Context: an optimization exercise on an open-source flow, tuned for small area, a short achievable clock period and few clock cycles. The choices shown serve that exercise and are no tape-out recipe.
The RTL was checked by simulation tests, not by an equivalence proof against the original design.
Power and IR drop assume default switching activity.

== job 6902 ==
## divider
module divider(
	input wire [31:0] dividend,
	input wire [31:0] divisor,
	input clk,
	input rst,
	input start,
	output wire [31:0] quotient,
	output wire [31:0] remainder,
	output wire busy,
	output wire done
);
Size: roughly 1,200 cells after synthesis, ~100 flip-flops, ~130 I/O pins.
export LEC_CHECK = 0
export CAP_MARGIN = 20
export CORE_MARGIN = 2
export CORE_UTILIZATION = 40
export PLACE_DENSITY = 0.6
export SETUP_SLACK_MARGIN = 2
export SLEW_MARGIN = 20
create_clock -name core_clock -period 8.0 [get_ports {clk}]
standard.sh (not shown) runs the stock make flow with config.mk's settings and CLKGATE_MAP_FILE= SYNTH_SCRIPT=/design/flow/synth_recipe.tcl, a recipe that flattens the netlist after the stock synthesis.
==> flow/flow/run.sh <==
#!/bin/bash
set -euo pipefail
export BUFFER_PORTS_ARGS="-buffer_cell sky130_fd_sc_hd__buf_1"
bash standard.sh > standard_flow.log 2>&1
Looking at the reports, job 6902 completed the entire flow and the layout it produced met the timing, design-rule and antenna checks.
Testbench counts of job 6902, summed over its fixed seeds: cycles 5,255.
The following lists how job 2332 was set up differently from job 6902:
- a change of SETUP_SLACK_MARGIN from 2 to 2.5
Findings:
Job 2332 reached the final stage; the timing, design-rule and antenna checks on its layout passed.
For job 2332, the critical path startpoint was d[16], unlike job 6902, where it was dividend[14].
Side by side, first-pass GRT wire length turned out higher in job 2332 than in job 6902.
In the reports for job 6902 and job 2332, the smaller all-layer global routing usage belongs to job 6902.
Comparing job 6902 and job 2332, the lower area growth from synthesis to final layout was measured on job 6902.
Final period demand of the worst path: job 2332 < job 6902

========
Another version of the RTL of divider (not shown whole).
Size in the first run: roughly 99 flip-flops, ~130 I/O pins, ~9500 µm² of cells after synthesis.
export LEC_CHECK = 0
export CAP_MARGIN = 20
export CORE_MARGIN = 2
export CORE_UTILIZATION = 40
export PLACE_DENSITY = 0.6
export SETUP_SLACK_MARGIN = 2.75
export SLEW_MARGIN = 20
create_clock -name core_clock -period 8.0 [get_ports {clk}]
Scripts as last shown in full above: flow/flow/run.sh
The first run finished with timing, DRC and antenna clean.
Testbench counts at the start, summed over its fixed seeds: cycles 5,255.
Next try:
SETUP_SLACK_MARGIN = 2.5   (was 2.75)
The changed run ran to the end with no violations.
Cell count came out lower by a few percent.
Hold slack stays flat.
Core utilization falls by 4.2 points.
Power came out lower by a few percent.
Design area is lower by a little under a tenth.
Combinational power falls by a few percent.
Via count decreases by a few percent.
Synthesized cell count is unchanged.
Critical path depth does not change.
Clock skew went up by 5.9 ps.
Non-clock buffer count is lower by 52.
Next try:
CTS_CLUSTER_DIAMETER = 150   (was unset)
CTS_CLUSTER_SIZE = 60   (was unset)
Effect: The new run completed with no timing, DRC or antenna violations; design area stays the same; non-clock buffer count does not change; clock-buffer cell count does not change; critical path depth stays the same; register-to-register slack is about the same.
Next try:
CORE_UTILIZATION = 45   (was 40)
CTS_CLUSTER_DIAMETER = unset   (was 150)
CTS_CLUSTER_SIZE = unset   (was 60)
PLACE_DENSITY = 0.7   (was 0.6)
Result:
- global-route usage came out higher by 2.4 points
- total power came out higher by 0.41%
- clock-buffer cell count came out higher by 2
- via count came out higher by 2.9%
- routed wire length came out higher by 0.68%
- sequential share of layout area came out lower by 0.17 points
- worst setup slack loses 80 ps
- sequential power stays flat
Next try:
CORE_UTILIZATION = 40   (was 45)
PLACE_DENSITY = 0.6   (was 0.7)
TNS_END_PERCENT = 0   (was unset)
What happened: Wire length climbs by 3.1%. Utilization is lower by 5.5 points. Register-to-register slack degrades by 110 ps. Clock-buffer cell count drops by 3. Sequential share of layout area decreases by 0.21 points. Fmax fell by 1.3%. Die area grows by 12%.

========
Setup of lane 1:
Another version of the RTL of divider (not shown whole).
Size: roughly 1100 cells after synthesis, about 99 flip-flops, roughly 130 I/O pins, roughly 8900 um^2 of cells after synthesis.
export LEC_CHECK = 0
export CAP_MARGIN = 20
export CORE_MARGIN = 2
export CORE_UTILIZATION = 50
export PLACE_DENSITY = 0.6
export SETUP_SLACK_MARGIN = 2.5
export SLEW_MARGIN = 20
create_clock -name core_clock -period 8.0 [get_ports {clk}]
==> flow/flow/run.sh <==
#!/bin/bash
set -euo pipefail
export BUFFER_PORTS_ARGS="-buffer_cell sky130_fd_sc_hd__buf_1"
export CTS_ARGS="-sink_clustering_enable -repair_clock_nets -dont_use_dummy_load"
bash standard.sh > standard_flow.log 2>&1
Testbench counts of lane 1, summed over its fixed seeds: cycles 5,255.
Input changes introduced in lane 2 (baseline for comparison: lane 1):
--- a/flow/config.mk
+++ b/flow/config.mk
@@ -12 +12 @@
-export SETUP_SLACK_MARGIN = 2.5
+export SETUP_SLACK_MARGIN = 2.75
==> comparison <==
Lane 2 — detailed-route via count about 5.5% higher, lane 1 as reference
Final cell area: lane 2 above lane 1
When the final numbers for lane 2 and lane 1 were put side by side, the register fraction of the total cell area turned out to be smaller in lane 2.
Per the comparison of lane 2 with lane 1, setup slack up 0.078 ns, total met3 wirelength after detailed routing has increased.
Fraction of power consumed by combinational cells was higher in lane 2 than in lane 1.
Sort lane 2 and lane 1 by worst endpoint data arrival time, descending, and lane 1 comes first.
Lane 2 vs lane 1 — final cell count rose 42.
Diff lane 1 -> lane 2 | relative contribution of the clock network to total power | decrease of 0.9 points
#### Input delta (lane 3 over lane 2)
--- a/flow/config.mk
+++ b/flow/config.mk
@@ -11,2 +11,2 @@
-export PLACE_DENSITY = 0.6
-export SETUP_SLACK_MARGIN = 2.75
+export PLACE_DENSITY = 0.7
+export SETUP_SLACK_MARGIN = 2.5
Notes after the runs:
Any difference in average vias per placed instance between lane 2 and lane 3 is small enough to ignore.
Lane 3: synthesis-to-layout area growth 11 points below lane 2
From lane 2 to lane 3, parity-gate share of the synthesized area counting xor and xnor cells did not move at all.
Compare lane 3 and lane 2 | final critical-path setup slack lower: lane 3
Lane 2 → lane 3: worst setup skew after layout went down; utilization went down; final area went down.
Inputs modified between lane 3 and lane 4:
--- a/flow/config.mk
+++ b/flow/config.mk
@@ -10,2 +10,2 @@
-export CORE_UTILIZATION = 50
-export PLACE_DENSITY = 0.7
+export CORE_UTILIZATION = 40
+export PLACE_DENSITY = 0.6
Findings:
Setup slack: lane 4 vs lane 3 down 0.061 ns. The worst hold slack of lane 3 and that of lane 4 are within noise of each other. Summary of lane 4 over lane 3: sequential share of layout area fell 0.79 points, area overhead of the layout relative to synthesis rose 5.0 points, minimum clock period rose 0.061 ns. Part of the power in registers ends up higher on lane 3. Lane 4 vs lane 3 — detailed-route wire length per cell climbed slightly.
### lane 4 -> lane 5
--- a/flow/config.mk
+++ b/flow/config.mk
@@ -10,2 +10,2 @@
-export CORE_UTILIZATION = 40
-export PLACE_DENSITY = 0.6
+export CORE_UTILIZATION = 60
+export PLACE_DENSITY = 0.65
==> results.txt <==
Switching component of the power across lane 4 and lane 5: no real change.
Of the two values seen for critical setup path kind, reg -> reg was produced by lane 4 and in -> reg by lane 5.
Between lane 4 and lane 5, the clock latency reported for the late side of the worst-skew pair does not differ in any meaningful way.
The run showing the greater number of cell instances on the worst register-to-register path is lane 4.
Lane 4 → lane 5: routed wire length lower; number of tap cells added at floorplan went down; wire length of the first global-routing pass decreased by 1400 um relative to the old numbers.
Diff lane 4 -> lane 5 | combinational power | decrease of about 1%

========
The RTL this note starts from:
==> flow/design.v <==
module divider(
	input wire [31:0] dividend,
	input wire [31:0] divisor,
	input clk,
	input rst,
	input start,
	output wire [31:0] quotient,
	output wire [31:0] remainder,
	output wire busy,
	output wire done
);
	reg [31:0] q;
	reg [31:0] r;
	reg [32:0] d;
	reg [3:0] cnt;
	reg running;
	reg done_r;
	assign quotient = q;
	assign remainder = r;
	assign busy = running;
	assign done = done_r;
	function [5:0] lzc;
		input [31:0] x;
		reg [15:0] v1; reg [15:0] c1;
		reg [7:0] v2; reg [15:0] c2;
		reg [3:0] v3; reg [11:0] c3;
		reg [1:0] v4; reg [7:0] c4;
		reg v5; reg [4:0] c5;
		integer k;
		begin
			for (k = 0; k < 16; k = k + 1) begin
				v1[k] = x[2*k+1] | x[2*k];
				c1[k] = ~x[2*k+1];
			end
			for (k = 0; k < 8; k = k + 1) begin
				v2[k] = v1[2*k+1] | v1[2*k];
				c2[2*k+:2] = v1[2*k+1] ? {1'b0, c1[2*k+1]} : {1'b1, c1[2*k]};
			end
			for (k = 0; k < 4; k = k + 1) begin
				v3[k] = v2[2*k+1] | v2[2*k];
				c3[3*k+:3] = v2[2*k+1] ? {1'b0, c2[4*k+2+:2]} : {1'b1, c2[4*k+:2]};
			end
			for (k = 0; k < 2; k = k + 1) begin
				v4[k] = v3[2*k+1] | v3[2*k];
				c4[4*k+:4] = v3[2*k+1] ? {1'b0, c3[6*k+3+:3]} : {1'b1, c3[6*k+:3]};
			end
			v5 = v4[1] | v4[0];
			c5 = v4[1] ? {1'b0, c4[7:4]} : {1'b1, c4[3:0]};
			lzc = v5 ? {1'b0, c5} : 6'd32;
		end
	endfunction
	wire [5:0] za = lzc(dividend);
	wire [5:0] zb = lzc(divisor);
	wire b_zero = (divisor == 32'd0);
	wire a_less = (za > zb);              
	wire [4:0] sh = zb[4:0] - za[4:0];    
	wire [32:0] s0 = {divisor, 1'b0};
	wire [32:0] s1 = sh[1] ? {s0[30:0], 2'b0} : s0;
	wire [32:0] s2 = sh[2] ? {s1[28:0], 4'b0} : s1;
	wire [32:0] s3 = sh[3] ? {s2[24:0], 8'b0} : s2;
	wire [32:0] s4 = sh[4] ? {s3[16:0], 16'b0} : s3;
	wire [32:0] d1 = d >> 1;
	wire [33:0] diff1 = {2'b0, r} - {1'b0, d};
	wire ge1 = ~diff1[33];
	wire [31:0] r1 = ge1 ? diff1[31:0] : r;
	wire [32:0] diff2 = {1'b0, r1} - {1'b0, d1[31:0]};
	wire ge2 = ~diff2[32];
	wire [31:0] r2 = ge2 ? diff2[31:0] : r1;
	always @(posedge clk) begin
		if (rst) begin
			running <= 1'b0;
			done_r <= 1'b0;
		end
		else if (!running) begin
			if (start) begin
				r <= dividend;
				d <= s4;
				cnt <= sh[4:1];
				q <= {32{b_zero}};
				running <= ~(b_zero | a_less);
				done_r <= b_zero | a_less;
			end
		end
		else begin
			r <= r2;
			q <= {q[29:0], ge1, ge2};
			d <= d >> 2;
			cnt <= cnt - 4'd1;
			if (cnt == 4'd0) begin
				running <= 1'b0;
				done_r <= 1'b1;
			end
		end
	end
endmodule
Settings: LEC_CHECK=0, CAP_MARGIN=20, CORE_MARGIN=2, CORE_UTILIZATION=40, PLACE_DENSITY=0.6, SETUP_SLACK_MARGIN=2, SLEW_MARGIN=20; clock period 8.0 ns.
==> flow/flow/run.sh <==
#!/bin/bash
set -euo pipefail
export BUFFER_PORTS_ARGS="-buffer_cell sky130_fd_sc_hd__buf_2"
bash standard.sh > standard_flow.log 2>&1
The baseline finished with timing, DRC and antenna clean.
Testbench counts at the start, summed over its fixed seeds: cycles 6,289.
Edit:
==> flow/run.sh (new file) <==
#!/bin/bash
# synth_recipe.tcl (not shown) runs the flow's synth.tcl, then flattens the netlist and writes it again
# the make line also repeats each setting of config.mk as NAME=value (left out here)
make -C /OpenROAD-flow-scripts/flow DESIGN_CONFIG=/design/flow/config.mk WORK_HOME=/design/flow/orfs CLKGATE_MAP_FILE= SYNTH_SCRIPT=/design/flow/synth_recipe.tcl finish
SETUP_SLACK_MARGIN = 3   (was 2)
removed: flow/flow/run.sh
removed: flow/standard.sh
Outcome:
- The changed run finished with timing, DRC and antenna clean
- total power came out higher by a quarter to a third
- wire length came out higher by about a fifth
- via count came out higher by roughly a tenth
- area after synthesis stays the same
- cell count came out higher by a few percent
- cell area came out higher by a quarter to a third

========
Starts from the design.v that is shown in full above.
clock: 8.0 ns
lec_check: 0
cap_margin: 20
core_margin: 2
core_utilization: 40
place_density: 0.6
slew_margin: 20
run.sh (not shown) runs the stock make flow with config.mk's settings and CLKGATE_MAP_FILE= SYNTH_SCRIPT=/design/flow/synth_recipe.tcl, a recipe that flattens the netlist after the stock synthesis.
Stock flow here: none of the scripts above is used.
Testbench counts at the start, summed over its fixed seeds: cycles 6,289.
Edit:
==> flow/flow/run.sh (new file) <==
#!/bin/bash
set -euo pipefail
export BUFFER_PORTS_ARGS="-buffer_cell sky130_fd_sc_hd__buf_1"
bash standard.sh > standard_flow.log 2>&1
==> flow/standard.sh (new file) <==
#!/bin/bash
# synth_recipe.tcl (not shown) runs the flow's synth.tcl, then flattens the netlist and writes it again
# the make line also repeats each setting of config.mk as NAME=value (left out here)
make -C /OpenROAD-flow-scripts/flow DESIGN_CONFIG=/design/flow/config.mk WORK_HOME=/design/flow/orfs CLKGATE_MAP_FILE= SYNTH_SCRIPT=/design/flow/synth_recipe.tcl "${@:-finish}"
SETUP_SLACK_MARGIN = 2   (was default)
removed: flow/run.sh
After rerunning: The changed run passed the timing, design-rule and antenna checks; sequential share of layout area rises by 1.2 points; critical path depth is unchanged; count of clock-buffer cells in the layout does not change; via count stays flat; total power rises by 0.60%; final area falls by 4.5%; synthesized area stays the same; non-clock buffer count rises by 12; register-to-register slack improves by 0.73 ns; wire length rises by 1.3%.

========
== violet ==
Another version of the RTL of divider (not shown whole).
Size in the first run: ~1000 cells after synthesis, roughly 100 flip-flops, ~130 I/O pins.
Settings: LEC_CHECK=0, CAP_MARGIN=20, CORE_MARGIN=2, CORE_UTILIZATION=50, PLACE_DENSITY=0.6, SETUP_SLACK_MARGIN=2, SLEW_MARGIN=20; clock period 8.0 ns.
standard.sh (not shown) runs the stock make flow with config.mk's settings and CLKGATE_MAP_FILE= SYNTH_SCRIPT=/design/flow/synth_recipe.tcl, a recipe that flattens the netlist after the stock synthesis.
==> flow/flow/run.sh <==
#!/bin/bash
set -euo pipefail
export BUFFER_PORTS_ARGS="-buffer_cell sky130_fd_sc_hd__buf_1"
bash standard.sh > standard_flow.log 2>&1
Testbench counts of violet, summed over its fixed seeds: cycles 6,289.
Relative to violet, the following input files were edited for garnet:
# violet
export LEC_CHECK = 0
export CAP_MARGIN = 20
export CORE_MARGIN = 2
export CORE_UTILIZATION = 50
export PLACE_DENSITY = 0.6
export SETUP_SLACK_MARGIN = 2
export SLEW_MARGIN = 20
create_clock -name core_clock -period 8.0 [get_ports {clk}]
# garnet
export LEC_CHECK = 0
export CAP_MARGIN = 20
export CORE_MARGIN = 2
export CORE_UTILIZATION = 60
export PLACE_DENSITY = 0.75
export SETUP_SLACK_MARGIN = 2.5
export SLEW_MARGIN = 20
create_clock -name core_clock -period 8.0 [get_ports {clk}]
Results
- garnet: routed wire length is 11% higher than what violet reported.
- garnet contains more vias than violet.
- As far as net count after synthesis goes, violet and garnet are indistinguishable; the numbers are identical.
- met2 routing resource usage after global routing, violet and garnet, lower one = violet.
- For violet, the critical path capture point was r[19]$_DFFE_PP_, unlike garnet, where it was r[27]$_DFFE_PP_.
- garnet — total global routing track utilization 7.0 points higher, violet as reference
- In the reports for violet and garnet, the smaller least setup slack across all paths after layout belongs to garnet.
Relative to garnet, the following input files were edited for maple:
# garnet
export LEC_CHECK = 0
export CAP_MARGIN = 20
export CORE_MARGIN = 2
export CORE_UTILIZATION = 60
export PLACE_DENSITY = 0.75
export SETUP_SLACK_MARGIN = 2.5
export SLEW_MARGIN = 20
create_clock -name core_clock -period 8.0 [get_ports {clk}]
# maple
export LEC_CHECK = 0
export CAP_MARGIN = 20
export CORE_MARGIN = 2
export CORE_UTILIZATION = 40
export PLACE_DENSITY = 0.6
export SETUP_SLACK_MARGIN = 2
export SLEW_MARGIN = 20
create_clock -name core_clock -period 8.0 [get_ports {clk}]
==> comparison <==
maple improves on garnet in final worst-path setup slack.
Side by side, clock skew turned out higher in maple than in garnet.
Sort garnet and maple by register fraction of the total cell area asc -> top: garnet
Compare garnet and maple | worst IR drop on VDD higher: maple

========
## run 1
RTL: one of the versions met above, not the one the previous note started from.
Size in the first run: about 1,100 cells after synthesis, ~99 flip-flops, roughly 130 I/O pins, about 9500 sq um of cells after synthesis.
// divider
module divider(
	input wire [31:0] dividend,
	input wire [31:0] divisor,
	input clk,
	input rst,
	input start,
	output wire [31:0] quotient,
	output wire [31:0] remainder,
	output wire busy,
	output wire done
);
	reg [31:0] q;
	reg [31:0] r;
	reg [32:0] d;
	reg running;
	reg done_r;
	assign quotient = q;
	assign remainder = r;
	assign busy = running;
	assign done = done_r;
	function [5:0] lzc;
		input [31:0] x;
		reg [15:0] v1; reg [15:0] c1;
		reg [7:0] v2; reg [15:0] c2;
		reg [3:0] v3; reg [11:0] c3;
		reg [1:0] v4; reg [7:0] c4;
		reg v5; reg [4:0] c5;
		integer k;
		begin
			for (k = 0; k < 16; k = k + 1) begin
				v1[k] = x[2*k+1] | x[2*k];
				c1[k] = ~x[2*k+1];
			end
			for (k = 0; k < 8; k = k + 1) begin
				v2[k] = v1[2*k+1] | v1[2*k];
				c2[2*k+:2] = v1[2*k+1] ? {1'b0, c1[2*k+1]} : {1'b1, c1[2*k]};
			end
			for (k = 0; k < 4; k = k + 1) begin
				v3[k] = v2[2*k+1] | v2[2*k];
				c3[3*k+:3] = v2[2*k+1] ? {1'b0, c2[4*k+2+:2]} : {1'b1, c2[4*k+:2]};
			end
			for (k = 0; k < 2; k = k + 1) begin
				v4[k] = v3[2*k+1] | v3[2*k];
				c4[4*k+:4] = v3[2*k+1] ? {1'b0, c3[6*k+3+:3]} : {1'b1, c3[6*k+:3]};
			end
			v5 = v4[1] | v4[0];
			c5 = v4[1] ? {1'b0, c4[7:4]} : {1'b1, c4[3:0]};
			lzc = v5 ? {1'b0, c5} : 6'd32;
		end
	endfunction
	wire [5:0] za = lzc(dividend);
	wire [5:0] zb = lzc(divisor);
	wire b_zero = (divisor == 32'd0);
	wire b_one = (divisor == 32'd1);
	wire a_less = (za > zb);              
	wire [4:0] sh = zb[4:0] - za[4:0];    
	wire [32:0] s0 = {divisor, 1'b0};
	wire [32:0] s1 = sh[1] ? {s0[30:0], 2'b0} : s0;
	wire [32:0] s2 = sh[2] ? {s1[28:0], 4'b0} : s1;
	wire [32:0] s3 = sh[3] ? {s2[24:0], 8'b0} : s2;
	wire [32:0] s4 = sh[4] ? {s3[16:0], 16'b0} : s3;
	wire [32:0] sa_x = {1'b0, r};
	wire [32:0] sa_y = ~(d);
	wire [32:0] sa_p = sa_x ^ sa_y;
	wire [32:0] sa_g0 = sa_x & sa_y;
	wire sa_G0_0 = sa_g0[0] | (sa_p[0] & 1'b1);
	wire sa_G1_1 = sa_g0[1] | (sa_p[1] & sa_G0_0);
	wire sa_G1_3 = sa_g0[3] | (sa_p[3] & sa_g0[2]);
	wire sa_P1_3 = sa_p[3] & sa_p[2];
	wire sa_G1_5 = sa_g0[5] | (sa_p[5] & sa_g0[4]);
	wire sa_P1_5 = sa_p[5] & sa_p[4];
	wire sa_G1_7 = sa_g0[7] | (sa_p[7] & sa_g0[6]);
	wire sa_P1_7 = sa_p[7] & sa_p[6];
	wire sa_G1_9 = sa_g0[9] | (sa_p[9] & sa_g0[8]);
	wire sa_P1_9 = sa_p[9] & sa_p[8];
	wire sa_G1_11 = sa_g0[11] | (sa_p[11] & sa_g0[10]);
	wire sa_P1_11 = sa_p[11] & sa_p[10];
  ...
export LEC_CHECK = 0
export CAP_MARGIN = 20
export CORE_MARGIN = 2
export CORE_UTILIZATION = 40
export CTS_CLUSTER_SIZE = 35
export PLACE_DENSITY = 0.6
export SETUP_SLACK_MARGIN = 2.5
export SLEW_MARGIN = 20
create_clock -name core_clock -period 8.0 [get_ports {clk}]
Scripts as last shown in full above: flow/flow/run.sh
Run 1 completed end to end with timing, DRC and antenna clean.
Testbench counts of run 1, summed over its fixed seeds: cycles 5,255.
Input changes introduced in run 2 (baseline for comparison: run 1):
- setting TNS_END_PERCENT to 0 for the first time
- changing SETUP_SLACK_MARGIN from 2.5 to 3
- removing CTS_CLUSTER_SIZE (formerly 35)
Notes after the runs:
Summary: achievable frequency, run 2 better than run 1. NOTE: net total in the final layout in run 2 exceeds that of run 1. For run 1, the capture point of the critical path was q[24]$_DFFE_PP_, unlike run 2, where it was d[30]$_DFF_P_. Diff run 1 -> run 2: final cell count without fillers went up, met2 routed wirelength went up, clock network fraction of design power went up, post-route total power went down. Re sequential share of cell area: run 2 is 0.28 points down on run 1. Going from run 1 to run 2, via count grew slightly. On portion of total power attributed to combinational logic: between run 1 and run 2, it ends up lower for run 2. On number of flip-flops and latches, run 1 tracks run 2 almost exactly.
[inputs] run 3 vs run 2
- a deleted TNS_END_PERCENT that had been 0
- a change of SETUP_SLACK_MARGIN from 3 to 2
Notes after the runs:
Re global-route usage: run 3 is 0.69 points down on run 2. Compared with run 2, run 3 shows post-route met1 wirelength that has gone down by a few percent. Multi-input combinational cell count went down slightly going from run 2 to run 3. Relative to run 2, average vias per placed instance has gone down in run 3. In the final reports, the cell area of run 3 is smaller than that of run 2.

## re-timing with driven ports
Ports are ideal in the flow. The routed layouts listed here were re-timed in OpenROAD. Step 1: set_driving_cell puts a clkbuf_16 on clk and a buf_2 on each other input, an assumption about the parent block. Step 2, shift: input delay + t, output delay - t, t = (earliest + latest rising clock arrival at the registers) / 2. This alone moves slack from input paths to output paths. a / b / c = ideal / step 1 / step 2; a / b = the first two.
run | shift t [ns] | slack for setup (ns) | worst hold slack (ns) | latest minus earliest clock arrival (ns) | cell pins on the clock port's net
job 6902 | 0.409 | 2.170 / 2.192 / 1.783 | 0.461 / 0.461 / 0.461 | 0.014 / 0.014 | 1
job 2332 | 0.413 | 2.615 / 2.615 / 2.280 | 0.461 / 0.461 / 0.461 | 0.011 / 0.010 | 1
the first run of note 2 | 0.409 | 2.752 / 2.759 / 2.350 | 0.467 / 0.467 / 0.467 | 0.015 / 0.015 | 1
the second run of note 2 | 0.398 | 2.636 / 2.656 / 2.258 | 0.468 / 0.468 / 0.468 | 0.022 / 0.022 | 1
the third run of note 2 | 0.398 | 2.636 / 2.656 / 2.258 | 0.468 / 0.468 / 0.468 | 0.022 / 0.022 | 1
the fourth run of note 2 | 0.393 | 2.556 / 2.574 / 2.181 | 0.471 / 0.471 / 0.471 | 0.017 / 0.018 | 1
the fifth run of note 2 | 0.400 | 2.484 / 2.484 / 2.253 | 0.477 / 0.477 / 0.477 | 0.018 / 0.017 | 1
lane 1 | 0.394 | 2.646 / 2.663 / 2.269 | 0.493 / 0.493 / 0.493 | 0.022 / 0.022 | 1
lane 2 | 0.396 | 2.724 / 2.724 / 2.428 | 0.504 / 0.504 / 0.504 | 0.023 / 0.023 | 1
lane 3 | 0.394 | 2.600 / 2.624 / 2.231 | 0.500 / 0.500 / 0.500 | 0.019 / 0.019 | 1
lane 4 | 0.392 | 2.539 / 2.539 / 2.267 | 0.502 / 0.502 / 0.502 | 0.018 / 0.018 | 1
lane 5 | 0.393 | 2.569 / 2.593 / 2.200 | 0.494 / 0.494 / 0.494 | 0.015 / 0.015 | 1
the first run of note 4 | 0.408 | 2.143 / 2.166 / 1.758 | 0.549 / 0.549 / 0.549 | 0.014 / 0.014 | 1
the second run of note 4 | 0.416 | 2.435 / 2.437 / 2.021 | 0.558 / 0.558 / 0.558 | 0.018 / 0.018 | 1
the first run of note 5 | 0.407 | 1.482 / 1.504 / 1.097 | 0.557 / 0.557 / 0.557 | 0.014 / 0.014 | 1
the second run of note 5 | 0.414 | 2.242 / 2.263 / 1.849 | 0.554 / 0.554 / 0.554 | 0.015 / 0.015 | 1
violet | 0.406 | 2.201 / 2.201 / 1.910 | 0.490 / 0.490 / 0.490 | 0.014 / 0.014 | 1
garnet | 0.405 | 2.154 / 2.154 / 2.154 | 0.468 / 0.468 / 0.468 | 0.016 / 0.016 | 1
maple | 0.402 | 2.268 / 2.268 / 1.914 | 0.470 / 0.470 / 0.470 | 0.020 / 0.021 | 1
run 1 | 0.398 | 2.636 / 2.656 / 2.258 | 0.468 / 0.468 / 0.468 | 0.022 / 0.022 | 1
run 2 | 0.410 | 2.690 / 2.716 / 2.306 | 0.476 / 0.476 / 0.476 | 0.021 / 0.020 | 1
run 3 | 0.404 | 2.216 / 2.216 / 1.923 | 0.481 / 0.481 / 0.481 | 0.013 / 0.013 | 1
After both steps setup and hold are still met in every run listed. For the second run of note 4, which loses most, drivers alone change the setup slack by +0.002 ns; drivers and shift together by -0.414 ns.
